Source: an optimization exercise on an open RTL-to-GDS flow (aim: small area). Production flows keep margins and buffers that such runs may drop.
The RTL was checked by simulation tests, not by an equivalence proof against the original design.
The flow treats the clock pin as an ideal source. Dropping or thinning the clock tree relies on that and would not hold on a real chip.
Power figures rest on the tool's default switching activity, not on a simulated workload.

==> flow/design.v <==
`timescale 1ns / 1ps
module CF_cross
  #(
    parameter NPPC = 4,
    parameter DATA_WIDTH = 24,
    parameter POSITION_WIDTH = 12,
    parameter FFT_LENGTH = 64,
    parameter HEIGHT = 2160
    )
   (
    input [NPPC * DATA_WIDTH-1:0]  VIDEO_IN_tdata,
    input 			   VIDEO_IN_tvalid,
    input 			   VIDEO_IN_tuser,
    input 			   VIDEO_IN_tlast,
    output 			   VIDEO_IN_tready,
    input [POSITION_WIDTH - 1 : 0] xStart,
    input [POSITION_WIDTH - 1 : 0] yStart,
    output [NPPC * DATA_WIDTH-1:0] VIDEO_OUT_tdata,
    output 			   VIDEO_OUT_tvalid,
    output 			   VIDEO_OUT_tuser,
    output 			   VIDEO_OUT_tlast,
    input 			   VIDEO_OUT_tready,
    input 			   s_axis_video_aclk,
    input 			   s_axis_video_aresetn
    );
   localparam [11:0] XINV = 12'b010101011111;
   localparam [11:0] YINV = 12'b001010111111;
   reg [11:0] xQ;     
   reg [11:0] yQ;     
   wire [11:0] xD;
   wire [11:0] yD;
   always @(posedge s_axis_video_aclk) begin
      xQ <= xD;
      yQ <= yD;
   end
   wire acc, last, xclr, xclr_n, xc1, xc2, xc3, x23,
        xc4, xc5, xc6, xc7, xc8, xc9, xc10, xc11,
        xt_b0, xt_t1, xt_t2, xt_t3, xt_b4, xt_b5, xt_b6, xt_b7,
        xt_b8, xt_b9, xt_b10, xt_t11, yc1, yc2, yc3, y23,
        yc4, yc5, yc6, yc7, yc8, yc9, yc10, yc11,
        yw_a, yw_b, yw_c, yw, yclr, yclr_p, yt_b0, yt_t1,
        yt_t2, yt_t3, yt_b4, yt_t5, yt_b6, yt_b7, yt_b8, yt_b9,
        yt_b10, yt_t11, xf0_s, xf0_c, xf1_s, xf1_c, xf2_s, xf2_c,
        xf3_s, xf3_c, xL0, xL8, xL15, xq1, xq2, xq3,
        xq4, xq5, xq6, xd0, xe0, xd1, xe1, xd2,
        xe2, xd3, xe3, xd4, xe4, xd5, xe5, xe6,
        xInA, xInB, xIn, yf0_s, yf0_c, yf1_s, yf1_c, yf2_s,
        yf2_c, yf3_s, yf3_c, yf4_s, yf4_c, yf5_s, yf5_c, ym0,
        ym1, yf05, yL0, yL63, yLmid, yd0, yd1, yd2,
        yd3, yd4, yd5, yeq0a, yeq0b, yeq0, ynz1, ynz2,
        ynz3, ynz4, ynz5, ynz6, ymm1, ymm2, ymm3, ymm4,
        ymm5, ye1a, ye1b, yeq1, yIn, red0a, red0b, red1a,
        red1b, red2a, red2b, red3a, red3b;
   CF_cross_nand2 g1 (.a(VIDEO_IN_tvalid), .b(VIDEO_OUT_tready), .y(acc));
   CF_cross_nand3 g2 (.a(VIDEO_IN_tvalid), .b(VIDEO_OUT_tready), .c(VIDEO_IN_tlast), .y(last));
   CF_cross_nand2 g3 (.a(s_axis_video_aresetn), .b(last), .y(xclr));
   CF_cross_inv g4 (.a(xclr), .y(xclr_n));
   CF_cross_nor2 g5 (.a(acc), .b(xQ[0]), .y(xc1));
   CF_cross_nor3 g6 (.a(acc), .b(xQ[0]), .c(xQ[1]), .y(xc2));
   CF_cross_nor4 g7 (.a(acc), .b(xQ[0]), .c(xQ[1]), .d(xQ[2]), .y(xc3));
   CF_cross_nor2 g8 (.a(xQ[2]), .b(xQ[3]), .y(x23));
   CF_cross_nand2 g9 (.a(xc2), .b(x23), .y(xc4));
   CF_cross_nor2 g10 (.a(xc4), .b(xQ[4]), .y(xc5));
   CF_cross_nand2 g11 (.a(xc5), .b(xQ[5]), .y(xc6));
   CF_cross_nor2 g12 (.a(xc6), .b(xQ[6]), .y(xc7));
   CF_cross_nand2 g13 (.a(xc7), .b(xQ[7]), .y(xc8));
   CF_cross_nor2 g14 (.a(xc8), .b(xQ[8]), .y(xc9));
   CF_cross_nand2 g15 (.a(xc9), .b(xQ[9]), .y(xc10));
   CF_cross_nor2 g16 (.a(xc10), .b(xQ[10]), .y(xc11));
   CF_cross_a21oi g17 (.a1(acc), .a2(xQ[0]), .b1(xclr), .y(xt_b0));
   CF_cross_nand2b g18 (.an(xc1), .b(xt_b0), .y(xD[0]));
   CF_cross_xnor2 g19 (.a(xQ[1]), .b(xc1), .y(xt_t1));
   CF_cross_nand2 g20 (.a(xclr_n), .b(xt_t1), .y(xD[1]));
   CF_cross_xnor2 g21 (.a(xQ[2]), .b(xc2), .y(xt_t2));
   CF_cross_nand2 g22 (.a(xclr_n), .b(xt_t2), .y(xD[2]));
   CF_cross_xnor2 g23 (.a(xQ[3]), .b(xc3), .y(xt_t3));
   CF_cross_nand2 g24 (.a(xclr_n), .b(xt_t3), .y(xD[3]));
   CF_cross_a21oi g25 (.a1(xc4), .a2(xQ[4]), .b1(xclr), .y(xt_b4));
   CF_cross_nand2b g26 (.an(xc5), .b(xt_b4), .y(xD[4]));
   CF_cross_o21ai g27 (.a1(xc5), .a2(xQ[5]), .b1(xclr_n), .y(xt_b5));
   CF_cross_nor2b g28 (.a(xt_b5), .bn(xc6), .y(xD[5]));
   CF_cross_a21oi g29 (.a1(xc6), .a2(xQ[6]), .b1(xclr), .y(xt_b6));
   CF_cross_nand2b g30 (.an(xc7), .b(xt_b6), .y(xD[6]));
   CF_cross_o21ai g31 (.a1(xc7), .a2(xQ[7]), .b1(xclr_n), .y(xt_b7));
   CF_cross_nor2b g32 (.a(xt_b7), .bn(xc8), .y(xD[7]));
   CF_cross_a21oi g33 (.a1(xc8), .a2(xQ[8]), .b1(xclr), .y(xt_b8));
   CF_cross_nand2b g34 (.an(xc9), .b(xt_b8), .y(xD[8]));
   CF_cross_o21ai g35 (.a1(xc9), .a2(xQ[9]), .b1(xclr_n), .y(xt_b9));
   CF_cross_nor2b g36 (.a(xt_b9), .bn(xc10), .y(xD[9]));
   CF_cross_a21oi g37 (.a1(xc10), .a2(xQ[10]), .b1(xclr), .y(xt_b10));
   CF_cross_nand2b g38 (.an(xc11), .b(xt_b10), .y(xD[10]));
   CF_cross_xnor2 g39 (.a(xQ[11]), .b(xc11), .y(xt_t11));
   CF_cross_nor2 g40 (.a(xclr), .b(xt_t11), .y(xD[11]));
   CF_cross_nor2 g41 (.a(last), .b(yQ[0]), .y(yc1));
   CF_cross_nor3 g42 (.a(last), .b(yQ[0]), .c(yQ[1]), .y(yc2));
   CF_cross_nor4 g43 (.a(last), .b(yQ[0]), .c(yQ[1]), .d(yQ[2]), .y(yc3));
   CF_cross_nor2 g44 (.a(yQ[2]), .b(yQ[3]), .y(y23));
   CF_cross_nand2 g45 (.a(yc2), .b(y23), .y(yc4));
   CF_cross_nor2 g46 (.a(yc4), .b(yQ[4]), .y(yc5));
   CF_cross_nor3 g47 (.a(yc4), .b(yQ[4]), .c(yQ[5]), .y(yc6));
   CF_cross_nand2 g48 (.a(yc6), .b(yQ[6]), .y(yc7));
   CF_cross_nor2 g49 (.a(yc7), .b(yQ[7]), .y(yc8));
   CF_cross_nand2 g50 (.a(yc8), .b(yQ[8]), .y(yc9));
   CF_cross_nor2 g51 (.a(yc9), .b(yQ[9]), .y(yc10));
   CF_cross_nand2 g52 (.a(yc10), .b(yQ[10]), .y(yc11));
   CF_cross_nor4 g53 (.a(yc4), .b(yQ[5]), .c(yQ[8]), .d(yQ[10]), .y(yw_a));
   CF_cross_nand4 g54 (.a(yQ[4]), .b(yQ[6]), .c(yQ[7]), .d(yQ[9]), .y(yw_b));
   CF_cross_nand2 g55 (.a(yQ[11]), .b(yw_a), .y(yw_c));
   CF_cross_nor2 g56 (.a(yw_b), .b(yw_c), .y(yw));
   CF_cross_nor3b g57 (.a(VIDEO_IN_tuser), .b(yw), .cn(s_axis_video_aresetn), .y(yclr));
   CF_cross_inv g58 (.a(yclr), .y(yclr_p));
   CF_cross_a21oi g59 (.a1(last), .a2(yQ[0]), .b1(yclr_p), .y(yt_b0));
   CF_cross_nand2b g60 (.an(yc1), .b(yt_b0), .y(yD[0]));
   CF_cross_xnor2 g61 (.a(yQ[1]), .b(yc1), .y(yt_t1));
   CF_cross_nand2 g62 (.a(yclr), .b(yt_t1), .y(yD[1]));
   CF_cross_xnor2 g63 (.a(yQ[2]), .b(yc2), .y(yt_t2));
   CF_cross_nand2 g64 (.a(yclr), .b(yt_t2), .y(yD[2]));
   CF_cross_xnor2 g65 (.a(yQ[3]), .b(yc3), .y(yt_t3));
   CF_cross_nand2 g66 (.a(yclr), .b(yt_t3), .y(yD[3]));
   CF_cross_a21oi g67 (.a1(yc4), .a2(yQ[4]), .b1(yclr_p), .y(yt_b4));
   CF_cross_nand2b g68 (.an(yc5), .b(yt_b4), .y(yD[4]));
   CF_cross_xnor2 g69 (.a(yQ[5]), .b(yc5), .y(yt_t5));
   CF_cross_nand2 g70 (.a(yclr), .b(yt_t5), .y(yD[5]));
   CF_cross_o21ai g71 (.a1(yc6), .a2(yQ[6]), .b1(yclr), .y(yt_b6));
   CF_cross_nor2b g72 (.a(yt_b6), .bn(yc7), .y(yD[6]));
   CF_cross_a21oi g73 (.a1(yc7), .a2(yQ[7]), .b1(yclr_p), .y(yt_b7));
   CF_cross_nand2b g74 (.an(yc8), .b(yt_b7), .y(yD[7]));
   CF_cross_o21ai g75 (.a1(yc8), .a2(yQ[8]), .b1(yclr), .y(yt_b8));
   CF_cross_nor2b g76 (.a(yt_b8), .bn(yc9), .y(yD[8]));
   CF_cross_a21oi g77 (.a1(yc9), .a2(yQ[9]), .b1(yclr_p), .y(yt_b9));
   CF_cross_nand2b g78 (.an(yc10), .b(yt_b9), .y(yD[9]));
   CF_cross_o21ai g79 (.a1(yc10), .a2(yQ[10]), .b1(yclr), .y(yt_b10));
   CF_cross_nor2b g80 (.a(yt_b10), .bn(yc11), .y(yD[10]));
   CF_cross_xor2 g81 (.a(yQ[11]), .b(yc11), .y(yt_t11));
   CF_cross_nor2 g82 (.a(yclr_p), .b(yt_t11), .y(yD[11]));
   CF_cross_ha g83 (.a(xStart[2]), .b(xQ[0]), .s(xf0_s), .co(xf0_c));
   CF_cross_fa g84 (.a(xStart[3]), .b(xQ[1]), .ci(xf0_c), .s(xf1_s), .co(xf1_c));
   CF_cross_fa g85 (.a(xStart[4]), .b(xQ[2]), .ci(xf1_c), .s(xf2_s), .co(xf2_c));
   CF_cross_fa g86 (.a(xStart[5]), .b(xQ[3]), .ci(xf2_c), .s(xf3_s), .co(xf3_c));
   CF_cross_nand4 g87 (.a(xf0_s), .b(xf1_s), .c(xf2_s), .d(xf3_s), .y(xL0));
   CF_cross_nand4b g88 (.an(xf3_s), .b(xf0_s), .c(xf1_s), .d(xf2_s), .y(xL8));
   CF_cross_nor4 g89 (.a(xf0_s), .b(xf1_s), .c(xf2_s), .d(xf3_s), .y(xL15));
   CF_cross_nand2 g90 (.a(xf3_c), .b(xQ[4]), .y(xq1));
   CF_cross_nor2 g91 (.a(xq1), .b(xQ[5]), .y(xq2));
   CF_cross_nand2 g92 (.a(xq2), .b(xQ[6]), .y(xq3));
   CF_cross_nor2 g93 (.a(xq3), .b(xQ[7]), .y(xq4));
   CF_cross_nand2 g94 (.a(xq4), .b(xQ[8]), .y(xq5));
   CF_cross_nor2 g95 (.a(xq5), .b(xQ[9]), .y(xq6));
   CF_cross_xor2 g96 (.a(xQ[4]), .b(xStart[6]), .y(xd0));
   CF_cross_xnor2 g97 (.a(xd0), .b(xf3_c), .y(xe0));
   CF_cross_xor2 g98 (.a(xQ[5]), .b(xStart[7]), .y(xd1));
   CF_cross_xnor2 g99 (.a(xd1), .b(xq1), .y(xe1));
   CF_cross_xor2 g100 (.a(xQ[6]), .b(xStart[8]), .y(xd2));
   CF_cross_xnor2 g101 (.a(xd2), .b(xq2), .y(xe2));
   CF_cross_xor2 g102 (.a(xQ[7]), .b(xStart[9]), .y(xd3));
   CF_cross_xnor2 g103 (.a(xd3), .b(xq3), .y(xe3));
   CF_cross_xor2 g104 (.a(xQ[8]), .b(xStart[10]), .y(xd4));
   CF_cross_xnor2 g105 (.a(xd4), .b(xq4), .y(xe4));
   CF_cross_xor2 g106 (.a(xQ[9]), .b(xStart[11]), .y(xd5));
   CF_cross_xnor2 g107 (.a(xd5), .b(xq5), .y(xe5));
   CF_cross_xnor2 g108 (.a(xQ[10]), .b(xq6), .y(xe6));
   CF_cross_nor4 g109 (.a(xe0), .b(xe1), .c(xe2), .d(xe3), .y(xInA));
   CF_cross_nor4 g110 (.a(xe4), .b(xe5), .c(xe6), .d(xQ[11]), .y(xInB));
   CF_cross_nand2 g111 (.a(xInA), .b(xInB), .y(xIn));
   CF_cross_ha g112 (.a(yStart[0]), .b(yQ[0]), .s(yf0_s), .co(yf0_c));
   CF_cross_fa g113 (.a(yStart[1]), .b(yQ[1]), .ci(yf0_c), .s(yf1_s), .co(yf1_c));
   CF_cross_fa g114 (.a(yStart[2]), .b(yQ[2]), .ci(yf1_c), .s(yf2_s), .co(yf2_c));
   CF_cross_fa g115 (.a(yStart[3]), .b(yQ[3]), .ci(yf2_c), .s(yf3_s), .co(yf3_c));
   CF_cross_fa g116 (.a(yStart[4]), .b(yQ[4]), .ci(yf3_c), .s(yf4_s), .co(yf4_c));
   CF_cross_fa g117 (.a(yStart[5]), .b(yQ[5]), .ci(yf4_c), .s(yf5_s), .co(yf5_c));
   CF_cross_nand4 g118 (.a(yf1_s), .b(yf2_s), .c(yf3_s), .d(yf4_s), .y(ym0));
   CF_cross_or4 g119 (.a(yf1_s), .b(yf2_s), .c(yf3_s), .d(yf4_s), .y(ym1));
   CF_cross_nand2 g120 (.a(yf0_s), .b(yf5_s), .y(yf05));
   CF_cross_nor2 g121 (.a(ym0), .b(yf05), .y(yL0));
   CF_cross_nor3 g122 (.a(ym1), .b(yf0_s), .c(yf5_s), .y(yL63));
   CF_cross_mux2i g123 (.a0(ym0), .a1(ym1), .s(yf5_s), .y(yLmid));
   CF_cross_xor2 g124 (.a(yQ[6]), .b(yStart[6]), .y(yd0));
   CF_cross_xnor2 g125 (.a(yQ[7]), .b(yStart[7]), .y(yd1));
   CF_cross_xor2 g126 (.a(yQ[8]), .b(yStart[8]), .y(yd2));
   CF_cross_xnor2 g127 (.a(yQ[9]), .b(yStart[9]), .y(yd3));
   CF_cross_xor2 g128 (.a(yQ[10]), .b(yStart[10]), .y(yd4));
   CF_cross_xor2 g129 (.a(yQ[11]), .b(yStart[11]), .y(yd5));
   CF_cross_nor3 g130 (.a(yd0), .b(yd1), .c(yd2), .y(yeq0a));
   CF_cross_nor3 g131 (.a(yd3), .b(yd4), .c(yd5), .y(yeq0b));
   CF_cross_nand2 g132 (.a(yeq0a), .b(yeq0b), .y(yeq0));
   CF_cross_inv g133 (.a(yQ[6]), .y(ynz1));
   CF_cross_nand2 g134 (.a(ynz1), .b(yQ[7]), .y(ynz2));
   CF_cross_nor2 g135 (.a(ynz2), .b(yQ[8]), .y(ynz3));
   CF_cross_nand2 g136 (.a(ynz3), .b(yQ[9]), .y(ynz4));
   CF_cross_nor2 g137 (.a(ynz4), .b(yQ[10]), .y(ynz5));
   CF_cross_nor2b g138 (.a(yQ[11]), .bn(ynz5), .y(ynz6));
   CF_cross_xor2 g139 (.a(yd1), .b(ynz1), .y(ymm1));
   CF_cross_xnor2 g140 (.a(yd2), .b(ynz2), .y(ymm2));
   CF_cross_xor2 g141 (.a(yd3), .b(ynz3), .y(ymm3));
   CF_cross_xnor2 g142 (.a(yd4), .b(ynz4), .y(ymm4));
   CF_cross_xor2 g143 (.a(yd5), .b(ynz5), .y(ymm5));
   CF_cross_nor4 g144 (.a(ymm1), .b(ymm2), .c(ymm3), .d(ymm4), .y(ye1a));
   CF_cross_nor2 g145 (.a(ymm5), .b(ynz6), .y(ye1b));
   CF_cross_nand3 g146 (.a(yd0), .b(ye1a), .c(ye1b), .y(yeq1));
   CF_cross_mux2i g147 (.a0(yeq0), .a1(yeq1), .s(yf5_c), .y(yIn));
   wire rAn, rBn, e0n, e15n;
   CF_cross_red red (.xIn_n(xIn), .xL0_n(xL0), .xL8_n(xL8), .xL15(xL15), .yIn(yIn), .yL0(yL0), .yL63(yL63), .yLmid(yLmid),
                     .rAn(rAn), .rBn(rBn), .e0n(e0n), .e15n(e15n));
   CF_cross_nand3 g148 (.a(rAn), .b(rBn), .c(e0n), .y(red0a));
   CF_cross_nor2b g149 (.a(red0a), .bn(VIDEO_IN_tdata[0]), .y(VIDEO_OUT_tdata[0]));
   CF_cross_nor2b g150 (.a(red0a), .bn(VIDEO_IN_tdata[1]), .y(VIDEO_OUT_tdata[1]));
   CF_cross_nor2b g151 (.a(red0a), .bn(VIDEO_IN_tdata[2]), .y(VIDEO_OUT_tdata[2]));
   CF_cross_nor2b g152 (.a(red0a), .bn(VIDEO_IN_tdata[3]), .y(VIDEO_OUT_tdata[3]));
   CF_cross_nor2b g153 (.a(red0a), .bn(VIDEO_IN_tdata[4]), .y(VIDEO_OUT_tdata[4]));
   CF_cross_nor2b g154 (.a(red0a), .bn(VIDEO_IN_tdata[5]), .y(VIDEO_OUT_tdata[5]));
   CF_cross_nor2b g155 (.a(red0a), .bn(VIDEO_IN_tdata[6]), .y(VIDEO_OUT_tdata[6]));
   CF_cross_nor2b g156 (.a(red0a), .bn(VIDEO_IN_tdata[7]), .y(VIDEO_OUT_tdata[7]));
   CF_cross_nor2b g157 (.a(red0a), .bn(VIDEO_IN_tdata[8]), .y(VIDEO_OUT_tdata[8]));
   CF_cross_nor2b g158 (.a(red0a), .bn(VIDEO_IN_tdata[9]), .y(VIDEO_OUT_tdata[9]));
   CF_cross_nor2b g159 (.a(red0a), .bn(VIDEO_IN_tdata[10]), .y(VIDEO_OUT_tdata[10]));
   CF_cross_nor2b g160 (.a(red0a), .bn(VIDEO_IN_tdata[11]), .y(VIDEO_OUT_tdata[11]));
   CF_cross_nand3 g161 (.a(rAn), .b(rBn), .c(e0n), .y(red0b));
   CF_cross_nor2b g162 (.a(red0b), .bn(VIDEO_IN_tdata[12]), .y(VIDEO_OUT_tdata[12]));
   CF_cross_nor2b g163 (.a(red0b), .bn(VIDEO_IN_tdata[13]), .y(VIDEO_OUT_tdata[13]));
   CF_cross_nor2b g164 (.a(red0b), .bn(VIDEO_IN_tdata[14]), .y(VIDEO_OUT_tdata[14]));
   CF_cross_nor2b g165 (.a(red0b), .bn(VIDEO_IN_tdata[15]), .y(VIDEO_OUT_tdata[15]));
   CF_cross_or2 g166 (.a(VIDEO_IN_tdata[16]), .b(red0b), .y(VIDEO_OUT_tdata[16]));
   CF_cross_or2 g167 (.a(VIDEO_IN_tdata[17]), .b(red0b), .y(VIDEO_OUT_tdata[17]));
   CF_cross_or2 g168 (.a(VIDEO_IN_tdata[18]), .b(red0b), .y(VIDEO_OUT_tdata[18]));
   CF_cross_or2 g169 (.a(VIDEO_IN_tdata[19]), .b(red0b), .y(VIDEO_OUT_tdata[19]));
   CF_cross_or2 g170 (.a(VIDEO_IN_tdata[20]), .b(red0b), .y(VIDEO_OUT_tdata[20]));
   CF_cross_or2 g171 (.a(VIDEO_IN_tdata[21]), .b(red0b), .y(VIDEO_OUT_tdata[21]));
   CF_cross_or2 g172 (.a(VIDEO_IN_tdata[22]), .b(red0b), .y(VIDEO_OUT_tdata[22]));
   CF_cross_or2 g173 (.a(VIDEO_IN_tdata[23]), .b(red0b), .y(VIDEO_OUT_tdata[23]));
   CF_cross_nand2 g174 (.a(rAn), .b(rBn), .y(red1a));
   CF_cross_nor2b g175 (.a(red1a), .bn(VIDEO_IN_tdata[24]), .y(VIDEO_OUT_tdata[24]));
   CF_cross_nor2b g176 (.a(red1a), .bn(VIDEO_IN_tdata[25]), .y(VIDEO_OUT_tdata[25]));
   CF_cross_nor2b g177 (.a(red1a), .bn(VIDEO_IN_tdata[26]), .y(VIDEO_OUT_tdata[26]));
   CF_cross_nor2b g178 (.a(red1a), .bn(VIDEO_IN_tdata[27]), .y(VIDEO_OUT_tdata[27]));
   CF_cross_nor2b g179 (.a(red1a), .bn(VIDEO_IN_tdata[28]), .y(VIDEO_OUT_tdata[28]));
   CF_cross_nor2b g180 (.a(red1a), .bn(VIDEO_IN_tdata[29]), .y(VIDEO_OUT_tdata[29]));
   CF_cross_nor2b g181 (.a(red1a), .bn(VIDEO_IN_tdata[30]), .y(VIDEO_OUT_tdata[30]));
   CF_cross_nor2b g182 (.a(red1a), .bn(VIDEO_IN_tdata[31]), .y(VIDEO_OUT_tdata[31]));
   CF_cross_nor2b g183 (.a(red1a), .bn(VIDEO_IN_tdata[32]), .y(VIDEO_OUT_tdata[32]));
   CF_cross_nor2b g184 (.a(red1a), .bn(VIDEO_IN_tdata[33]), .y(VIDEO_OUT_tdata[33]));
   CF_cross_nor2b g185 (.a(red1a), .bn(VIDEO_IN_tdata[34]), .y(VIDEO_OUT_tdata[34]));
   CF_cross_nor2b g186 (.a(red1a), .bn(VIDEO_IN_tdata[35]), .y(VIDEO_OUT_tdata[35]));
   CF_cross_nand2 g187 (.a(rAn), .b(rBn), .y(red1b));
   CF_cross_nor2b g188 (.a(red1b), .bn(VIDEO_IN_tdata[36]), .y(VIDEO_OUT_tdata[36]));
   CF_cross_nor2b g189 (.a(red1b), .bn(VIDEO_IN_tdata[37]), .y(VIDEO_OUT_tdata[37]));
   CF_cross_nor2b g190 (.a(red1b), .bn(VIDEO_IN_tdata[38]), .y(VIDEO_OUT_tdata[38]));
   CF_cross_nor2b g191 (.a(red1b), .bn(VIDEO_IN_tdata[39]), .y(VIDEO_OUT_tdata[39]));
   CF_cross_or2 g192 (.a(VIDEO_IN_tdata[40]), .b(red1b), .y(VIDEO_OUT_tdata[40]));
   CF_cross_or2 g193 (.a(VIDEO_IN_tdata[41]), .b(red1b), .y(VIDEO_OUT_tdata[41]));
   CF_cross_or2 g194 (.a(VIDEO_IN_tdata[42]), .b(red1b), .y(VIDEO_OUT_tdata[42]));
   CF_cross_or2 g195 (.a(VIDEO_IN_tdata[43]), .b(red1b), .y(VIDEO_OUT_tdata[43]));
   CF_cross_or2 g196 (.a(VIDEO_IN_tdata[44]), .b(red1b), .y(VIDEO_OUT_tdata[44]));
   CF_cross_or2 g197 (.a(VIDEO_IN_tdata[45]), .b(red1b), .y(VIDEO_OUT_tdata[45]));
   CF_cross_or2 g198 (.a(VIDEO_IN_tdata[46]), .b(red1b), .y(VIDEO_OUT_tdata[46]));
   CF_cross_or2 g199 (.a(VIDEO_IN_tdata[47]), .b(red1b), .y(VIDEO_OUT_tdata[47]));
   CF_cross_nand2 g200 (.a(rAn), .b(rBn), .y(red2a));
   CF_cross_nor2b g201 (.a(red2a), .bn(VIDEO_IN_tdata[48]), .y(VIDEO_OUT_tdata[48]));
   CF_cross_nor2b g202 (.a(red2a), .bn(VIDEO_IN_tdata[49]), .y(VIDEO_OUT_tdata[49]));
   CF_cross_nor2b g203 (.a(red2a), .bn(VIDEO_IN_tdata[50]), .y(VIDEO_OUT_tdata[50]));
   CF_cross_nor2b g204 (.a(red2a), .bn(VIDEO_IN_tdata[51]), .y(VIDEO_OUT_tdata[51]));
   CF_cross_nor2b g205 (.a(red2a), .bn(VIDEO_IN_tdata[52]), .y(VIDEO_OUT_tdata[52]));
   CF_cross_nor2b g206 (.a(red2a), .bn(VIDEO_IN_tdata[53]), .y(VIDEO_OUT_tdata[53]));
   CF_cross_nor2b g207 (.a(red2a), .bn(VIDEO_IN_tdata[54]), .y(VIDEO_OUT_tdata[54]));
   CF_cross_nor2b g208 (.a(red2a), .bn(VIDEO_IN_tdata[55]), .y(VIDEO_OUT_tdata[55]));
   CF_cross_nor2b g209 (.a(red2a), .bn(VIDEO_IN_tdata[56]), .y(VIDEO_OUT_tdata[56]));
   CF_cross_nor2b g210 (.a(red2a), .bn(VIDEO_IN_tdata[57]), .y(VIDEO_OUT_tdata[57]));
   CF_cross_nor2b g211 (.a(red2a), .bn(VIDEO_IN_tdata[58]), .y(VIDEO_OUT_tdata[58]));
   CF_cross_nor2b g212 (.a(red2a), .bn(VIDEO_IN_tdata[59]), .y(VIDEO_OUT_tdata[59]));
   CF_cross_nand2 g213 (.a(rAn), .b(rBn), .y(red2b));
   CF_cross_nor2b g214 (.a(red2b), .bn(VIDEO_IN_tdata[60]), .y(VIDEO_OUT_tdata[60]));
   CF_cross_nor2b g215 (.a(red2b), .bn(VIDEO_IN_tdata[61]), .y(VIDEO_OUT_tdata[61]));
   CF_cross_nor2b g216 (.a(red2b), .bn(VIDEO_IN_tdata[62]), .y(VIDEO_OUT_tdata[62]));
   CF_cross_nor2b g217 (.a(red2b), .bn(VIDEO_IN_tdata[63]), .y(VIDEO_OUT_tdata[63]));
   CF_cross_or2 g218 (.a(VIDEO_IN_tdata[64]), .b(red2b), .y(VIDEO_OUT_tdata[64]));
   CF_cross_or2 g219 (.a(VIDEO_IN_tdata[65]), .b(red2b), .y(VIDEO_OUT_tdata[65]));
   CF_cross_or2 g220 (.a(VIDEO_IN_tdata[66]), .b(red2b), .y(VIDEO_OUT_tdata[66]));
   CF_cross_or2 g221 (.a(VIDEO_IN_tdata[67]), .b(red2b), .y(VIDEO_OUT_tdata[67]));
   CF_cross_or2 g222 (.a(VIDEO_IN_tdata[68]), .b(red2b), .y(VIDEO_OUT_tdata[68]));
   CF_cross_or2 g223 (.a(VIDEO_IN_tdata[69]), .b(red2b), .y(VIDEO_OUT_tdata[69]));
   CF_cross_or2 g224 (.a(VIDEO_IN_tdata[70]), .b(red2b), .y(VIDEO_OUT_tdata[70]));
   CF_cross_or2 g225 (.a(VIDEO_IN_tdata[71]), .b(red2b), .y(VIDEO_OUT_tdata[71]));
   CF_cross_nand3 g226 (.a(rAn), .b(rBn), .c(e15n), .y(red3a));
   CF_cross_nor2b g227 (.a(red3a), .bn(VIDEO_IN_tdata[72]), .y(VIDEO_OUT_tdata[72]));
   CF_cross_nor2b g228 (.a(red3a), .bn(VIDEO_IN_tdata[73]), .y(VIDEO_OUT_tdata[73]));
   CF_cross_nor2b g229 (.a(red3a), .bn(VIDEO_IN_tdata[74]), .y(VIDEO_OUT_tdata[74]));
   CF_cross_nor2b g230 (.a(red3a), .bn(VIDEO_IN_tdata[75]), .y(VIDEO_OUT_tdata[75]));
   CF_cross_nor2b g231 (.a(red3a), .bn(VIDEO_IN_tdata[76]), .y(VIDEO_OUT_tdata[76]));
   CF_cross_nor2b g232 (.a(red3a), .bn(VIDEO_IN_tdata[77]), .y(VIDEO_OUT_tdata[77]));
   CF_cross_nor2b g233 (.a(red3a), .bn(VIDEO_IN_tdata[78]), .y(VIDEO_OUT_tdata[78]));
   CF_cross_nor2b g234 (.a(red3a), .bn(VIDEO_IN_tdata[79]), .y(VIDEO_OUT_tdata[79]));
   CF_cross_nor2b g235 (.a(red3a), .bn(VIDEO_IN_tdata[80]), .y(VIDEO_OUT_tdata[80]));
   CF_cross_nor2b g236 (.a(red3a), .bn(VIDEO_IN_tdata[81]), .y(VIDEO_OUT_tdata[81]));
   CF_cross_nor2b g237 (.a(red3a), .bn(VIDEO_IN_tdata[82]), .y(VIDEO_OUT_tdata[82]));
   CF_cross_nor2b g238 (.a(red3a), .bn(VIDEO_IN_tdata[83]), .y(VIDEO_OUT_tdata[83]));
   CF_cross_nand3 g239 (.a(rAn), .b(rBn), .c(e15n), .y(red3b));
   CF_cross_nor2b g240 (.a(red3b), .bn(VIDEO_IN_tdata[84]), .y(VIDEO_OUT_tdata[84]));
   CF_cross_nor2b g241 (.a(red3b), .bn(VIDEO_IN_tdata[85]), .y(VIDEO_OUT_tdata[85]));
   CF_cross_nor2b g242 (.a(red3b), .bn(VIDEO_IN_tdata[86]), .y(VIDEO_OUT_tdata[86]));
   CF_cross_nor2b g243 (.a(red3b), .bn(VIDEO_IN_tdata[87]), .y(VIDEO_OUT_tdata[87]));
   CF_cross_or2 g244 (.a(VIDEO_IN_tdata[88]), .b(red3b), .y(VIDEO_OUT_tdata[88]));
   CF_cross_or2 g245 (.a(VIDEO_IN_tdata[89]), .b(red3b), .y(VIDEO_OUT_tdata[89]));
   CF_cross_or2 g246 (.a(VIDEO_IN_tdata[90]), .b(red3b), .y(VIDEO_OUT_tdata[90]));
   CF_cross_or2 g247 (.a(VIDEO_IN_tdata[91]), .b(red3b), .y(VIDEO_OUT_tdata[91]));
   CF_cross_or2 g248 (.a(VIDEO_IN_tdata[92]), .b(red3b), .y(VIDEO_OUT_tdata[92]));
   CF_cross_or2 g249 (.a(VIDEO_IN_tdata[93]), .b(red3b), .y(VIDEO_OUT_tdata[93]));
   CF_cross_or2 g250 (.a(VIDEO_IN_tdata[94]), .b(red3b), .y(VIDEO_OUT_tdata[94]));
   CF_cross_or2 g251 (.a(VIDEO_IN_tdata[95]), .b(red3b), .y(VIDEO_OUT_tdata[95]));
   assign VIDEO_OUT_tvalid = VIDEO_IN_tvalid;
   assign VIDEO_OUT_tuser = VIDEO_IN_tuser;
   assign VIDEO_OUT_tlast = VIDEO_IN_tlast;
   assign VIDEO_IN_tready = VIDEO_OUT_tready;
endmodule
module CF_cross_red
  (
   input  xIn_n, xL0_n, xL8_n, xL15, yIn, yL0, yL63, yLmid,
   output rAn, rBn, e0n, e15n
   );
   wire xIn = ~xIn_n;
   wire xL0 = ~xL0_n;
   wire xL8 = ~xL8_n;
   assign rAn = ~((xIn & xL8) | (yIn & yLmid));
   assign rBn = ~(xIn & yIn & (yL0 | yL63));
   assign e0n  = ~(xIn & yIn & xL0);
   assign e15n = ~(xIn & yIn & xL15);
endmodule
module CF_cross_a21oi (input a1, input a2, input b1, output y);
   assign y = ~((a1 & a2) | b1);
endmodule
module CF_cross_fa (input a, input b, input ci, output s, output co);
   assign {co, s} = a + b + ci;
endmodule
module CF_cross_ha (input a, input b, output s, output co);
   assign {co, s} = a + b;
endmodule
module CF_cross_inv (input a, output y);
   assign y = ~a;
endmodule
module CF_cross_mux2i (input a0, input a1, input s, output y);
   assign y = ~(s ? a1 : a0);
endmodule
module CF_cross_nand2 (input a, input b, output y);
   assign y = ~(a & b);
endmodule
module CF_cross_nand2b (input an, input b, output y);
   assign y = an | ~b;
endmodule
module CF_cross_nand3 (input a, input b, input c, output y);
   assign y = ~(a & b & c);
endmodule
module CF_cross_nand4 (input a, input b, input c, input d, output y);
   assign y = ~(a & b & c & d);
endmodule
module CF_cross_nand4b (input an, input b, input c, input d, output y);
   assign y = ~(~an & b & c & d);
endmodule
module CF_cross_nor2 (input a, input b, output y);
   assign y = ~(a | b);
endmodule
module CF_cross_nor2b (input a, input bn, output y);
   assign y = ~a & bn;
endmodule
module CF_cross_nor3 (input a, input b, input c, output y);
   assign y = ~(a | b | c);
endmodule
module CF_cross_nor3b (input a, input b, input cn, output y);
   assign y = ~a & ~b & cn;
endmodule
module CF_cross_nor4 (input a, input b, input c, input d, output y);
   assign y = ~(a | b | c | d);
endmodule
module CF_cross_o21ai (input a1, input a2, input b1, output y);
   assign y = ~((a1 | a2) & b1);
endmodule
module CF_cross_or2 (input a, input b, output y);
   assign y = a | b;
endmodule
module CF_cross_or4 (input a, input b, input c, input d, output y);
   assign y = a | b | c | d;
endmodule
module CF_cross_xnor2 (input a, input b, output y);
   assign y = ~(a ^ b);
endmodule
module CF_cross_xor2 (input a, input b, output y);
   assign y = a ^ b;
endmodule
==> flow/flow/run.sh <==
#!/bin/bash
# Standard ORFS layout (the standard.sh) with these changes:
#  - the port buffers that buffer_ports inserts use the smallest buffer cell;
#  - after floorplan, combinational cells are swapped for their smallest drive strength
#    (flow/downsize.tcl); the later repair steps upsize where timing needs it;
#  - after clock tree synthesis, the clock buffers that drive registers are made clkbuf_8
#    (flow/cts_leaves.tcl) to keep the register clock slew low.
set -euo pipefail
here=$(pwd)
bash standard.sh "BUFFER_PORTS_ARGS=-buffer_cell sky130_fd_sc_hd__buf_1" \
  "POST_FLOORPLAN_TCL=$here/flow/downsize.tcl" \
  "POST_CTS_TCL=$here/flow/cts_leaves.tcl" finish > standard_flow.log 2>&1
==> flow/flow/cts_leaves.tcl <==
# After clock tree synthesis: clock buffers that drive register clock pins are made
# sky130_fd_sc_hd__clkbuf_8, so the clock slew at the registers stays well under the limit,
# and the dummy loads CTS adds for balancing are removed.
set n 0
set big [get_lib_cells */sky130_fd_sc_hd__clkbuf_8]
foreach inst [[ord::get_db_block] getInsts] {
  set mname [[$inst getMaster] getName]
  if { ![string match "sky130_fd_sc_hd__clkbuf_*" $mname] } { continue }
  if { $mname == "sky130_fd_sc_hd__clkbuf_8" } { continue }
  set drives_reg 0
  foreach it [$inst getITerms] {
    if { ![$it isOutputSignal] } { continue }
    set net [$it getNet]
    if { $net == "NULL" } { continue }
    foreach load [$net getITerms] {
      if { [[$load getMTerm] getName] == "CLK" } { set drives_reg 1 }
    }
  }
  if { $drives_reg } {
    replace_cell [get_cells [$inst getName]] $big
    incr n
  }
}
puts "cts_leaves: resized $n clock buffers"
# dummy loads that CTS added to balance the clock tree are removed
set nd 0
foreach inst [[ord::get_db_block] getInsts] {
  if { [string match "clkload*" [$inst getName]] } {
    odb::dbInst_destroy $inst
    incr nd
  }
}
puts "cts_leaves: removed $nd dummy loads"
if { $nd > 0 } { incr n }
if { $n > 0 } {
  detailed_placement
  check_placement -verbose
  estimate_parasitics -placement
}
==> flow/flow/downsize.tcl <==
# Swap every combinational cell for the smallest-area cell of the same family and function
# (drive strength only). Registers keep their cells. Later repair steps upsize where timing,
# slew or capacitance call for it.
set dont_use_pats $::env(DONT_USE_CELLS)
proc ds_dont_use { name pats } {
  foreach p $pats {
    if { [string match $p $name] } { return 1 }
  }
  return 0
}
set n_swapped 0
set saved 0.0
foreach inst [get_cells *] {
  set lc [get_lib_cells -of_objects $inst]
  if { $lc == "" } { continue }
  set name [get_name $lc]
  if { ![regexp {^(sky130_fd_sc_hd__[a-z0-9]+)_[0-9]+$} $name -> base] } { continue }
  # registers, latches, taps and fillers keep their cells
  if { [regexp {__(s?df|s?edf|dl|sdl|tap|fill|decap|conb|diode)} $name] } { continue }
  set best $lc
  set best_area [get_property $lc area]
  foreach e [get_lib_cells */${base}_*] {
    set en [get_name $e]
    if { ![regexp {^sky130_fd_sc_hd__[a-z0-9]+_[0-9]+$} $en] } { continue }
    if { [ds_dont_use $en $dont_use_pats] } { continue }
    set a [get_property $e area]
    if { $a < $best_area - 1e-6 && [sta::equiv_cells $lc $e] } {
      set best $e
      set best_area $a
    }
  }
  if { $best != $lc } {
    set saved [expr { $saved + [get_property $lc area] - $best_area }]
    replace_cell $inst $best
    incr n_swapped
  }
}
puts "downsize: swapped $n_swapped cells, saved [format %.1f $saved] um2"
==> flow/standard.sh <==
#!/bin/bash
# synth_recipe.tcl (not shown) runs the flow's synth.tcl, then flattens the netlist and writes it again
# the make line also repeats each setting of config.mk as NAME=value (left out here)
make -C /OpenROAD-flow-scripts/flow DESIGN_CONFIG=/design/flow/config.mk WORK_HOME=/design/flow/orfs CLKGATE_MAP_FILE= SYNTH_SCRIPT=/design/flow/synth_recipe.tcl "${@:-finish}"
==> flow/config.mk <==
export PLATFORM = sky130hd
export DESIGN_NAME = CF_cross
export DESIGN_NICKNAME = CF_cross
export VERILOG_FILES = /design/flow/design.v
export SDC_FILE = /design/flow/constraint.sdc
export NUM_CORES = 4
export LEC_CHECK = 0
export CAP_MARGIN = 20
export CORE_MARGIN = 2
export CORE_UTILIZATION = 40
export CTS_BUF_LIST = sky130_fd_sc_hd__clkbuf_2 sky130_fd_sc_hd__clkbuf_4
export SLEW_MARGIN = 20
export SYNTH_HIERARCHICAL = 1
==> flow/constraint.sdc <==
create_clock -name core_clock -period 7.0 [get_ports {s_axis_video_aclk}]
set_input_delay 1.4000 -clock core_clock [delete_from_list [all_inputs] [get_ports {s_axis_video_aclk}]]
set_output_delay 1.4000 -clock core_clock [all_outputs]
set_load 0.01 [all_outputs]
==> reports/metrics.csv, run 1 <==
metric,value,unit
outcome,no timing/DRC/antenna violations,
hp-class,flop to flop,
overflow,0,
tritoncts,yes,
rsz0062_at_grt,false,
synthAdderAreaFrac,0.06584,
setup_viol,0,
numPortBuffers,223,
final_max_slew_viol_count,0,
clock_skew,0.01234,ns
die_w,87.86,um
maxCapViolCount,0,
viasPerCell,4.417,
yosys.area_share.simple,0.5965,
synth_top_area_cell,nor2b_4,
grt_max_degree,15,
syn_inst,285,
coreArea,6794,sq um
rows,30,
initial_core_util,0.4140,
worstMarginPinSlew,1.060,ns
fin_crit_sh,0.9348,
cp_common_cell,fa_1,
synth_xor_area_frac,0.1028,
routed_wl,8678,um
crit_path_cell_trace,buf_1 > ha_1 > fa_1 > fa_1 > fa_1 > fa_1 > fa_1 > nor3_1 > o21ai_2 > nand3_1 > nor2b_1 > buf_1,
ys_warn_count,7,
hpwlAfterDp,7491,um
ant_nets,0,
syn_nets,421,
post-route-util,0.4622,
post_drt_wl_per_cell,14.34,um
fillers,747,
synth.area.top_cells,"nor2b_4 (35%), dfxtp_1 (17%), or2_1 (7.1%)",
synth-seq-cells,24,
startpoint_type,primary input,
vias,2672,
max_stage_delay,0.55,ns
crit_family,adder cells,
hold_violations,0,
postSynthAreaPerCell,9.869,sq um
drc,0,
stdcell_count,605,
cts.sinks,24,
clk_pin_slew,0.07,ns
finalCriticalPeriod,6.544,ns
cp_slowest_cell,fa_1,
antenna_found_initial,2,
drive_above_1_share,0.01181,
synth_compound_area_frac,0.04226,
die-area,7719,sq um
fin_hold_ws,0.5363,ns
power_density,104.0,nW/um^2
crit_required,5.60,ns
grt_pass1_wl,12280,um
globalplace.congestion,0.9249,
synth-seq-area-share,0.1708,
dr.pass1.iters,4,
arrival,5.14,ns
grt_pass1_vias,2457,
crit_type,primary input to output port,
vdd_ir_drop_max,0.06885,mV
synth_top_family_by_area,simple AND/OR/NAND/NOR gates,
synth_cell_types,23,
ios,226,
max_slew_margin,0.2920,
yosysTopAreaCellShare,0.3523,
placed_cells,601,
die_h,87.86,um
nets,646,
totalNegativeSetupSlack,0,ns
drt_first_iter_violations,102,
grtUsageTotal,0.2036,
cp.buffers_inverters,2,
static-leakage-power,0.001118,uW
timing.fmax,152.8,MHz
clock_latency,0.28,ns
area.growth.synth_to_final,11.65,%
synth.area.mux_share,0.007117,
seq_area,480.5,sq um
path_max_fanout,12,
multi_input_area,1647,sq um
cp-end-kind,output port,
syn_area,2813,sq um
==> layout by cell type, fill, tap and decap left out, drive strengths merged <==
cell	Yosys	layout
clkbuf	0	3
fa	8	8
mux2i	2	2
buf	4	224
xor2	14	14
nor2b	72	72
nor3b	1	1
nor3	6	6
nand2b	10	10
inv	3	3
or2	32	32
ha	2	2
nand4b	1	1
xnor2	19	19
o21ai	7	7
nor4	7	7
dfxtp	24	24
a21oi	10	10
nand2	31	31
diode	0	1
nand3	6	6
nand4	3	3
nor2	22	22
or4	1	1
==> path summary, 6_finish.rpt <==
check	to	from	slack [ns]	cells past startpoint
worst max-delay path	VIDEO_OUT_tdata[5]	yStart[0]	0.46	12
worst min-delay path	xQ[11]	xQ[11]	0.54	2
worst max register to register	yQ[7]	yQ[1]	4.58	9
worst min register to register	xQ[11]	xQ[11]	0.54	2
==> through the flow <==
| stage | worst slack [ns] | cell area (sq um) | total power [uW] |
|---|---|---|---|
| after floorplan | 0.2860 | 2813 | 223.7 |
| after global placement | 0.2620 | 3094 | 255.1 |
| after detailed placement | 0.1456 | 3094 | 255.9 |
| after global routing | 0.1973 | 3138 | 346.2 |
| final | 0.4561 | 3141 | 326.7 |
==> sequential cells by signal, summed over array words and instances (netlist names) <==
register and count:
xQ 12, yQ 12
==> per-module statistics from Yosys, one instance, submodules excluded, excerpt <==
| module | copies in the design | cell area, sq um | cells inside |
|---|---|---|---|
| CF_cross_a21oi | 9 | 8.758 | 1 |
| CF_cross_mux2i | 2 | 10.01 | 1 |
| CF_cross_o21ai | 6 | 5.005 | 1 |
| CF_cross_nand4b | 1 | 8.758 | 1 |
| CF_cross | 1 | 510.5 | 28 |
| CF_cross_nor2b | 71 | 13.76 | 1 |
| CF_cross_inv | 3 | 3.754 | 1 |
| CF_cross_or2 | 32 | 6.256 | 1 |
==> worst min-delay path: cells and delay by family (launching register included) <==
kind	cells	cell delay (ns)
flip-flops	1	0.33
XOR/XNOR	1	0.13
AND/OR/NAND/NOR	1	0.04
==> where the power goes <==
group	internal [uW]	switching, uW
clock	32.5	40.4
sequential	137	0.988
combinational	51.9	63.8
==> synthesized netlist by cell type (all sizes together) <==
master,n
or4,1
o21ai,7
buf,4
nand4,3
nor2,22
or2,32
ha,2
nor4,7
nor3b,1
nand2b,10
fa,8
nand4b,1
inv,3
nor3,6
nand2,31
dfxtp,24
xnor2,19
mux2i,2
a21oi,10
xor2,14
nand3,6
nor2b,72
==> kinds of logic after synthesis <==
family	count (synthesis)
adders and majority gates	10
xor gates and xnor gates	33
AOI/OAI and AO/OA	17
buffers and inverters	7
DFF	24
muxes	2
and+or+nand+nor	192
==> area by class of cell <==
cell class | instances | share of cell area
antenna | 1 | 0.0007968
multi-input combinational | 254 | 0.5243
timing repair buffer | 224 | 0.2689
tap | 96 | 0.03825
inverter | 3 | 0.003586
sequential | 24 | 0.1530
clock buffer | 3 | 0.01116
==> metal layers <==
| metal | global-route usage | vias up | routed length (um) |
|---|---|---|---|
| met3 | 0.04336 | 2 | 800 |
| met5 | 0 | - | 0 |
| met1 | 0.2793 | 1196 | 3878 |
| li1 | - | 1362 | - |
| met2 | 0.3368 | 112 | 3966 |
| met4 | 0.02937 | 0 | 32 |
==> run 2, diff against run 1 <==
==> flow/flow/cts_leaves.tcl (replaced) <==
# After clock tree synthesis: the clock tree is rebuilt as one sky130_fd_sc_hd__clkbuf_16,
# driven by the clock port, that drives every register clock pin (24 of them), in place
# of the root buffer and leaf buffers CTS built; the dummy loads CTS adds for balancing
# are removed.
set block [ord::get_db_block]
set port_net [$block findNet s_axis_video_aclk]
set roots {}
foreach it [$port_net getITerms] { lappend roots [$it getInst] }
if { [llength $roots] != 1 } { error "cts_leaves: expected one cell on the clock port" }
set root [lindex $roots 0]
set root_out ""
foreach it [$root getITerms] {
  if { [$it isOutputSignal] } { set root_out [$it getNet] }
}
# dummy loads
foreach inst [$block getInsts] {
  if { [string match "clkload*" [$inst getName]] } { odb::dbInst_destroy $inst }
}
set moved 0
set removed 0
foreach it [$root_out getITerms] {
  set inst [$it getInst]
  if { $inst == $root } { continue }
  if { ![string match "sky130_fd_sc_hd__clkbuf_*" [[$inst getMaster] getName]] } { continue }
  set leaf_out ""
  foreach lit [$inst getITerms] {
    if { [$lit isOutputSignal] } { set leaf_out [$lit getNet] }
  }
  foreach sink [$leaf_out getITerms] {
    if { [$sink getInst] == $inst } { continue }
    $sink disconnect
    $sink connect $root_out
    incr moved
  }
  odb::dbInst_destroy $inst
  odb::dbNet_destroy $leaf_out
  incr removed
}
replace_cell [get_cells [$root getName]] [get_lib_cells */sky130_fd_sc_hd__clkbuf_16]
# put the buffer at the centre of its sinks; detailed placement legalizes it
set sx 0
set sy 0
set ns 0
foreach sink [$root_out getITerms] {
  set inst [$sink getInst]
  if { $inst == $root } { continue }
  set bb [$inst getBBox]
  set sx [expr { $sx + ([$bb xMin] + [$bb xMax]) / 2 }]
  set sy [expr { $sy + ([$bb yMin] + [$bb yMax]) / 2 }]
  incr ns
}
if { $ns > 0 } {
  $root setLocation [expr { $sx / $ns }] [expr { $sy / $ns }]
}
puts "cts_leaves: moved $moved clock sinks to the root buffer, removed $removed buffers"
detailed_placement
check_placement -verbose
estimate_parasitics -placement
--- a/flow/config.mk
+++ b/flow/config.mk
@@ -7,7 +7,7 @@
 export LEC_CHECK = 0
 export CAP_MARGIN = 20
 export CORE_MARGIN = 2
-export CORE_UTILIZATION = 40
+export CORE_UTILIZATION = 55
 export CTS_BUF_LIST = sky130_fd_sc_hd__clkbuf_2 sky130_fd_sc_hd__clkbuf_4
 export SLEW_MARGIN = 20
 export SYNTH_HIERARCHICAL = 1
==> run 2 against run 1 <==
Effect of this change:
- still clean on timing, DRC and antenna
- design area down 1.6%
- critical path depth unchanged
- hold slack better by 0.0088 ns
- register-to-register slack gained 0.06 ns
- sequential power hardly changed
- fmax is 2.5% lower
- combinational power about the same
- via count increased by 2.2%
- sequential share of layout area increased by 0.24 points
- critical endpoint is now VIDEO_OUT_tdata[72]
==> reports/metrics.csv, run 2 <==
metric,value,unit,change
synth_cell_types,23,,unchanged
cp-end-kind,output port,,
viasPerCell,4.740,,+7.3%
hpwlAfterDp,6972,um,-6.9%
overflow,0,,unchanged
coreArea,5010,sq um,-26%
setup_viol,0,,unchanged
nets,644,,-0.31%
vias,2730,,+2.2%
synth-seq-cells,24,,unchanged
drc,0,,unchanged
die_h,75.51,um,-14%
hp-class,flop to flop,,
crit_family,adder cells,,
syn_inst,285,,unchanged
globalplace.congestion,0.9330,,+0.88%
ios,226,,unchanged
synth-seq-area-share,0.1708,,unchanged
die-area,5702,sq um,-26%
arrival,5.31,ns,+0.17 ns
syn_area,2813,sq um,unchanged
cp_slowest_cell,fa_1,,
dr.pass1.iters,6,,+2
clk_pin_slew,0.09,ns,+0.02 ns
postSynthAreaPerCell,9.869,sq um,unchanged
hold_violations,0,,unchanged
yosysTopAreaCellShare,0.3523,,unchanged
area.growth.synth_to_final,9.920,%,
final_common_cell,buf_1,,
cts.sinks,24,,unchanged
diodes,0,,-1
clock_skew,0.002431,ns,-0.009911 ns
max_stage_delay,0.57,ns,+0.02 ns
synth.area.top_cells,"nor2b_4 (35%), dfxtp_1 (17%), or2_1 (7.1%)",,
rows,26,,-13%
drt_first_iter_violations,152,,+49%
vdd_ir_drop_max,0.07990,mV,+16%
initial_core_util,0.5614,,+0.1474
crit_type,primary input to output port,,
totalNegativeSetupSlack,0,ns,unchanged
reg_top3,"xQ (12), yQ (12)",,
numPortBuffers,223,,unchanged
rsz0062_at_grt,false,,
async_flop_share,0,,unchanged
grt_pass1_wl,10650,um,-13%
ant_nets,0,,unchanged
cp.buffers_inverters,2,,unchanged
outcome,no timing/DRC/antenna violations,,
drive_above_1_share,0.005929,,-0.005882
timing.fmax,149.0,MHz,-2.5%
power,315.9,uW,-3.3%
yosys-top-cells-count,"nor2b_4 (72), or2_1 (32), nand2_1 (31)",,
path_max_fanout,12,,unchanged
clock_latency,0.16,ns,-0.12 ns
synth_most_common_cell,nor2b_4,,
cp_common_cell,fa_1,,
routed_wl,8195,um,-5.6%
syn_nets,421,,unchanged
ys_warn_count,7,,unchanged
worstMarginPinSlew,1.015,ns,-0.04431 ns
power_density,102.2,nW/um^2,-1.8%
finalCriticalPeriod,6.711,ns,+0.1670 ns
grt_pass1_vias,2091,,-15%
die_w,75.51,um,-14%
static-leakage-power,0.001111,uW,-0.60%
startpoint_type,primary input,,
maxCapViolCount,0,,unchanged
fillers,504,,-33%
grt_max_degree,25,,+10
crit_required,5.60,ns,about the same
antenna_found_initial,0,,-2
synth_edf_count,0,,unchanged
synth_top_area_cell,nor2b_4,,
fin_crit_sh,0.9587,,+0.02386
final_cell_mix,"buf_1 (223), nor2b_1 (72), or2_1 (32)",,
crit_path_cell_trace,buf_1 > ha_1 > fa_1 > fa_1 > fa_1 > fa_1 > fa_1 > nor3_1 > o21ai_1 > nand3_1 > nor2b_1 > buf_1,,
final_max_slew_viol_count,0,,unchanged
max_slew_margin,0.3216,,+0.02961
ys.flop_type,dfxtp_1,,
grtUsageTotal,0.2677,,+0.06416
post_drt_wl_per_cell,14.23,um,-0.81%
## run 2: cells by family (layout without fill, tap and decap cells)
kind of cell | after synthesis | after routing | share of synthesized area
xor+xnor | 33 | 33 | 0.1028
buf+inv | 7 | 228 | 0.01468
simple gates | 192 | 192 | 0.5965
compound gates | 17 | 17 | 0.04226
fa+ha+maj | 10 | 10 | 0.06583
flops | 24 | 24 | 0.1708
mux | 2 | 2 | 0.007118
## run 2: routing by layer
metal,track usage,vias up,share of wire,wire (um)
li1,-,1354,-,-
met1,0.4313,1220,0.46,3768
met2,0.3758,146,0.42,3424
met3,0.05820,10,0.11,928
met4,0.02534,0,0.0090,74
met5,0,-,0,0
## run 2: per-stage QoR
stage / cell area (sq um) / utilization / worst slack [ns] / hold slack [ns] / std cells
after global routing: 3092 / 0.6171 / 0.003293 / 0.5874 / 576
after global placement: 3062 / 0.6111 / 0.3530 / 0.5095 / 575
final: 3092 / 0.6171 / 0.2891 / 0.5451 / 576
after detailed placement: 3062 / 0.6111 / 0.3097 / 0.5181 / 575
after floorplan: 2813 / - / 0.2860 / 0.4894 / 285
## run 2: where the power goes
group	internal [uW]	total (uW)	switching, uW
sequential	137	138	0.962
combinational	51.9	117	64.6
clock	26.3	61.3	35.0
## run 2: path summary, 6_finish.rpt
path	from	end	slack (ns)	cells after the start
worst max-delay path	yStart[0]	VIDEO_OUT_tdata[72]	0.29	12
worst max register to register	yQ[1]	yQ[7]	4.64	9
worst min-delay path	xQ[11]	xQ[11]	0.55	2
worst min register to register	xQ[11]	xQ[11]	0.55	2
## run 2: layout make-up
| cell class | count | area, sq um | share of cell area |
|---|---|---|---|
| clock buffers | 1 | 25.02 | 0.008094 |
| inverters | 3 | 11.26 | 0.003642 |
| multi-input cells | 254 | 1643 | 0.5314 |
| flip-flops and latches | 24 | 480.5 | 0.1554 |
| well taps | 70 | 87.58 | 0.02833 |
| repair buffers | 224 | 844.6 | 0.2732 |
## run 2: worst reg2reg max path, delay by kind of cell (launching register included)
| family | cells | cell delay (ns) |
|---|---|---|
| AO/OA/AOI/OAI | 1 | 0.21 |
| flip-flops | 1 | 0.45 |
| AND/OR/NAND/NOR | 7 | 1.34 |
| buffers and inverters | 1 | 0.28 |
## run 2: per-module statistics from Yosys (local to each module, per instance), excerpt
module	times used	cells	flops+latches	area [sq um]
CF_cross	1	28	24	510.5
CF_cross_o21ai	6	1	0	5.005
CF_cross_or2	32	1	0	6.256
CF_cross_fa	8	1	0	20.02
CF_cross_a21oi	9	1	0	8.758
CF_cross_nor2b	71	1	0	13.76
CF_cross_xnor2	19	1	0	8.758
CF_cross_nor2	21	1	0	3.754
CF_cross_nor3b	1	1	0	12.51
CF_cross_nand2b	9	1	0	6.256
CF_cross_nand4	3	1	0	6.256
==> run 3, diff against run 2 <==
--- a/flow/config.mk
+++ b/flow/config.mk
@@ -7,7 +7,7 @@
 export LEC_CHECK = 0
 export CAP_MARGIN = 20
 export CORE_MARGIN = 2
-export CORE_UTILIZATION = 55
+export CORE_UTILIZATION = 40
 export CTS_BUF_LIST = sky130_fd_sc_hd__clkbuf_2 sky130_fd_sc_hd__clkbuf_4
 export SLEW_MARGIN = 20
 export SYNTH_HIERARCHICAL = 1
==> run 3 against run 2 <==
Effect of this change:
- hold slack better by 0.0035 ns
- via count down 1.2%
- die area up 35%
- clock power up 0.8%
- sequential share of layout area down 0.19 points
- register-to-register slack about the same
- critical path type unchanged
==> reports/metrics.csv, run 3 <==
metric,value,unit,change
synth_top_area_cell,nor2b_4,,
outcome,no timing/DRC/antenna violations,,
postSynthAreaPerCell,9.869,sq um,unchanged
maxCapViolCount,0,,unchanged
synthAdderAreaFrac,0.06584,,unchanged
numPortBuffers,223,,unchanged
startpoint_type,primary input,,
clock_skew,0.002711,ns,+0.0002797 ns
hpwlAfterDp,7491,um,+7.4%
hold_violations,0,,unchanged
fillers,746,,+48%
met3_length,828,um,-11%
seq_area,480.5,sq um,unchanged
syn_nets,421,,unchanged
rsz0062_at_grt,false,,
area.growth.synth_to_final,11.30,%,
ios,226,,unchanged
grt_pass1_wl,12250,um,+15%
globalplace.congestion,0.9249,,-0.87%
drt_first_iter_violations,142,,-6.6%
synth_most_common_cell,nor2b_4,,
nets,644,,unchanged
die_w,87.86,um,+16%
synth_edf_count,0,,unchanged
static-leakage-power,0.001111,uW,about the same
setup_viol,0,,unchanged
coreArea,6794,sq um,+36%
drive_above_1_share,0.007905,,+0.001976
ant_nets,0,,unchanged
cp_common_cell,fa_1,,
synth_compound_area_frac,0.04226,,unchanged
grt_pass1_vias,2432,,+16%
drc,0,,unchanged
multi_input_area,1647,sq um,+0.23%
hp-class,flop to flop,,
overflow,0,,unchanged
final_common_cell,buf_1,,
dr.pass1.iters,6,,unchanged
die-area,7719,sq um,+35%
max_slew_margin,0.3253,,+0.003759
clk_pin_slew,0.09,ns,about the same
pre_cts_ws,0.1456,ns,-0.1641 ns
syn_area,2813,sq um,unchanged
wl_met1,3874,um,+2.8%
fin_crit_sh,0.9346,,-0.02410
rows,30,,+15%
die_h,87.86,um,+16%
final_cell_mix,"buf_1 (223), nor2b_1 (72), or2_1 (32)",,
max_stage_delay,0.55,ns,-0.02 ns
viasPerCell,4.471,,-5.7%
yosys-top-cells-count,"nor2b_4 (72), or2_1 (32), nand2_1 (31)",,
grt_max_degree,25,,unchanged
antenna_found_initial,2,,+2
met2_length,4015,um,+17%
routed_wl,8740,um,+6.7%
crit_type,primary input to output port,,
final_max_slew_viol_count,0,,unchanged
power,315.4,uW,-0.17%
timing.fmax,152.9,MHz,+2.6%
setup_ws,0.4579,ns,+0.1687 ns
crit_path_cell_trace,buf_1 > ha_1 > fa_1 > fa_1 > fa_1 > fa_1 > fa_1 > nor3_1 > o21ai_2 > nand3_1 > nor2b_1 > buf_1,,
cp-end-kind,output port,,
path_max_fanout,12,,unchanged
arrival,5.14,ns,-0.17 ns
ys.flop_type,dfxtp_1,,
synth_top_family_by_area,simple AND/OR/NAND/NOR gates,,
cp_slowest_cell,fa_1,,
finalCriticalPeriod,6.542,ns,-0.1687 ns
synth_cell_types,23,,unchanged
syn_inst,285,,unchanged
grtUsageTotal,0.2122,,-0.05559
synth-seq-cells,24,,unchanged
post_drt_wl_per_cell,14.49,um,+1.9%
clock_latency,0.16,ns,about the same
totalNegativeSetupSlack,0,ns,unchanged
yosys.area_share.simple,0.5965,,unchanged
yosysTopAreaCellShare,0.3523,,unchanged
r2r_setup_slack,4.64,ns,about the same
power_density,100.8,nW/um^2,-1.4%
synth.area.mux_share,0.007117,,unchanged
vdd_ir_drop_max,0.07935,mV,-0.69%
crit_required,5.60,ns,about the same
synth-seq-area-share,0.1708,,unchanged
ys_warn_count,7,,unchanged
async_flop_share,0,,unchanged
synth.area.top_cells,"nor2b_4 (35%), dfxtp_1 (17%), or2_1 (7.1%)",,
reg_top3,"xQ (12), yQ (12)",,
cts.sinks,24,,unchanged
synth_xor_area_frac,0.1028,,unchanged
initial_core_util,0.4140,,-0.1474
top_layer,met4,,
vias,2696,,-1.2%
worstMarginPinSlew,1.010,ns,-0.005625 ns
## run 3: logic make-up (layout without fill, tap and decap cells)
group                    after synthesis  after routing
AO/OA/AOI/OAI                         17             17
buffers and inverters                  7            228
other                                  0              1
AND/OR/NAND/NOR                      192            192
multiplexers                           2              2
adder cells (fa/ha/maj)               10             10
flip-flops                            24             24
XOR/XNOR                              33             33
## run 3: metal layers
layer / global-route usage / up-vias
met5: 0 / -
met4: 0.01259 / 0
met3: 0.04336 / 2
met2: 0.3540 / 120
met1: 0.2970 / 1215
li1: - / 1359
## run 3: final cells by class
cell class | instances | area share
diodes | 1 | 0.0007994
inverters | 3 | 0.003597
well taps | 96 | 0.03837
clock buffers | 1 | 0.007994
multi-input cells | 254 | 0.5260
repair buffers | 224 | 0.2698
flip-flops and latches | 24 | 0.1535
## run 3: power by group
group | switching, uW | leakage [uW] | internal (uW) | total (uW)
combinational | 63.5 | 0.000905 | 51.9 | 115
clock | 35.5 | 0.0000123 | 26.3 | 61.8
sequential | 1.02 | 0.000194 | 137 | 138
## run 3: per-module statistics from Yosys, one instance, submodules excluded, a selection
module | times used | flops+latches
CF_cross_nor3b | 1 | 0
CF_cross_nor2b | 71 | 0
CF_cross_fa | 8 | 0
CF_cross_or4 | 1 | 0
CF_cross_o21ai | 6 | 0
CF_cross_or2 | 32 | 0
CF_cross_nor2 | 21 | 0
## run 3: path summary, 6_finish.rpt
path	from	endpoint	cells after the start
worst max-delay path	yStart[0]	VIDEO_OUT_tdata[10]	12
worst min-delay path	xQ[11]	xQ[11]	2
worst max register to register	yQ[1]	yQ[9]	9
worst min register to register	xQ[11]	xQ[11]	2
## run 3: per-stage QoR
step | instance area (sq um) | util | hold WS, ns | std cells
2_1_floorplan | 2813 | - | 0.4894 | 285
3_3_place_gp | 3094 | 0.4554 | 0.5106 | 601
3_5_place_dp | 3094 | 0.4554 | 0.5210 | 601
5_1_grt | 3128 | 0.4604 | 0.5769 | 602
6_report | 3131 | 0.4608 | 0.5486 | 603
## run 3: critical path: cells and delay by family
kind / cells / cell delay (ns)
fa+ha+maj: 6 / 2.28
buf+inv: 2 / 0.27
simple gates: 3 / 0.79
compound gates: 1 / 0.38

re-timing with driven ports:
How much do the figures lean on ideal ports? The routed layouts below were timed once more, with nothing changed but the port constraints. Step 1: set_driving_cell puts a clkbuf_16 on s_axis_video_aclk and a buf_2 on each other input, an assumption about the parent block. Step 2 moves the port delays by t, midway between the first and last clock arrival at a register: inputs arrive t later, outputs are due t later. That takes back most of the time a late clock gives input paths. a / b / c = ideal ports / drivers / drivers and shift; a / b = the first two.
| run | t (ns) | setup slack, ns | clock arrival spread, ns |
|---|---|---|---|
| run 1 | 0.295 | 0.456 / 0.437 / 0.437 | 0.012 / 0.012 |
| run 2 | 0.183 | 0.289 / 0.259 / 0.259 | 0.003 / 0.003 |
| run 3 | 0.181 | 0.458 / 0.438 / 0.438 | 0.003 / 0.002 |
After both steps every run listed still meets setup and hold. The setup slack of run 2, which loses most, moves by -0.030 ns with the drivers and by -0.030 ns with both steps.
